Background: an optimization exercise with open tools, aiming at small area and a short achievable clock period. Do not read the settings as production practice. In this exercise RTL edits were held to simulation tests only and were not proved equivalent to the original. No driver is modelled on the clock port, so clock power and skew are understated where the tree is cut down; a real chip needs a root buffer or a tree. No activity file was given, so power comes from the tool's default toggle rates.

Setup of job 148:
## alu_top
module alu_top(clk, a, b, op, out, carry_out, over_flow, zero);
Size in the first run: about 440 cells after synthesis, roughly 100 I/O pins.
export LEC_CHECK = 0
export CAP_MARGIN = 20
export CORE_MARGIN = 2
export CORE_UTILIZATION = 40
export SLEW_MARGIN = 20
export SYNTH_HIERARCHICAL = 1
create_clock -name core_clock -period 14.5 [get_ports {clk}]
standard.sh (not shown) runs the stock make flow with config.mk's settings and CLKGATE_MAP_FILE= SYNTH_SCRIPT=/design/flow/synth_recipe.tcl, a recipe that flattens the netlist after the stock synthesis.
==> flow/flow/run.sh <==
#!/bin/bash
# The standard layout (standard.sh) with these changes to how it is made:
#  - the port buffers are sky130 buf_1 rather than the resizer's default pick;
#  - before floorplanning every combinational cell is set to drive strength 1
#    (flow/downsize.tcl), so only the resizer's timing repair sizes cells up;
#  - the timing repair aims at a setup slack margin of SETUP_MARGIN ns;
#  - the clock port drives MCTS_K buffers that each drive the flip-flops of
#    one region (flow/cts_hook.tcl), instead of TritonCTS's two-level tree.
# Each tool's output goes to ORFS's own per-step logs under orfs/logs; make's
# output goes to standard.log.
export BUFFER_PORTS_ARGS="-buffer_cell sky130_fd_sc_hd__buf_1"
export SETUP_SLACK_MARGIN=${SETUP_MARGIN:-10.2}
export PRE_FLOORPLAN_TCL=$PWD/flow/downsize.tcl
export MCTS_K=${MCTS_K:-4}
export MCTS_CELL=${MCTS_CELL:-sky130_fd_sc_hd__buf_12}
export PRE_CTS_TCL=$PWD/flow/cts_hook.tcl
bash standard.sh > standard.log 2>&1
Other scripts of this flow, unchanged in this note and not shown: flow/flow/cts_hook.tcl, flow/flow/downsize.tcl
Job 148: flow completed, timing, DRC and antenna clean
Input-level comparison between job 4296 and job 148:
-- flow/flow/run.sh --
<<< job 148, line 10
# output goes to standard.log.
export BUFFER_PORTS_ARGS="-buffer_cell sky130_fd_sc_hd__buf_1"
export SETUP_SLACK_MARGIN=${SETUP_MARGIN:-10.2}
export PRE_FLOORPLAN_TCL=$PWD/flow/downsize.tcl
export MCTS_K=${MCTS_K:-4}
>>> job 4296, line 10
# output goes to standard.log.
export BUFFER_PORTS_ARGS="-buffer_cell sky130_fd_sc_hd__buf_1"
export SETUP_SLACK_MARGIN=${SETUP_MARGIN:-10.7}
export PRE_FLOORPLAN_TCL=$PWD/flow/downsize.tcl
export MCTS_K=${MCTS_K:-4}
Findings:
Job 4296 has completed all stages; timing, DRC and antenna checks passed. Per the comparison of job 4296 with job 148, cell area after layout went up about 4%; actual transition at the worst max-transition pin picked up an extra 0.0061 ns; global-route usage level; fraction of layout cells with a size suffix above 1 climbed 5.0 points. Per the comparison of job 4296 with job 148, time the final worst path needs with I/O delays and setup lost 0.35 ns; final period utilization went down by 2.4 points. reg -> reg as the critical path class was reported by job 148, and reg -> out by job 4296. [compare] base=job 148 new=job 4296: data required time of the critical path fell 2.95 ns; peak fanout along the critical path fell 13.
## Diff of input files: job 9361 against job 4296
-- flow/flow/run.sh --
<<< job 4296, line 10
# output goes to standard.log.
export BUFFER_PORTS_ARGS="-buffer_cell sky130_fd_sc_hd__buf_1"
export SETUP_SLACK_MARGIN=${SETUP_MARGIN:-10.7}
export PRE_FLOORPLAN_TCL=$PWD/flow/downsize.tcl
export MCTS_K=${MCTS_K:-4}
>>> job 9361, line 10
# output goes to standard.log.
export BUFFER_PORTS_ARGS="-buffer_cell sky130_fd_sc_hd__buf_1"
export SETUP_SLACK_MARGIN=${SETUP_MARGIN:-10.8}
export PRE_FLOORPLAN_TCL=$PWD/flow/downsize.tcl
export MCTS_K=${MCTS_K:-4}
Results
Timing, DRC, antenna: 0 failures across job 4296 and job 9361
Job 9361: routed wire length is about 0.37% higher than what job 4296 reported.
Summary: global-route wire length before repair, job 9361 worse than job 4296
Post-route fraction of the period consumed by the critical path delta (job 9361 -> job 4296): insignificant
Changes observed in job 9361 relative to job 4296: final worst slack up 0.0088 ns, hold slack has remained practically unchanged, maximum frequency from static timing analysis comparable.
Switching component of the power (lower): job 4296
Summary of job 9361 over job 4296: final total power went up by 0.45%, routing usage on met1 now sits higher.
No run of this note takes its clock network from TritonCTS; it comes from the design's own scripts or RTL.

## static timing again, ports no longer ideal
In the flow no input, the clock included, has a driving cell. The finished layouts below were timed again as built, in two steps. Step 1 assumes that a clkbuf_16 drives the clock port and a buf_2 every other input. Step 2 also shifts input and output timing later by t, the mid clock arrival at the registers, as if the neighbouring blocks saw the same clock. Slacks: ideal / step 1 / step 2; pairs: ideal / step 1.
run	t, ns	slack for setup (ns)	worst hold slack (ns)	latest minus earliest clock arrival (ns)
job 148	0.211	10.586 / 10.586 / 10.586	0.659 / 0.659 / 0.659	0.014 / 0.014
job 4296	0.212	10.936 / 10.856 / 10.976	0.659 / 0.659 / 0.659	0.012 / 0.012
job 9361	0.212	10.945 / 10.865 / 11.058	0.659 / 0.659 / 0.659	0.014 / 0.014
After both steps every run listed still meets setup and hold.
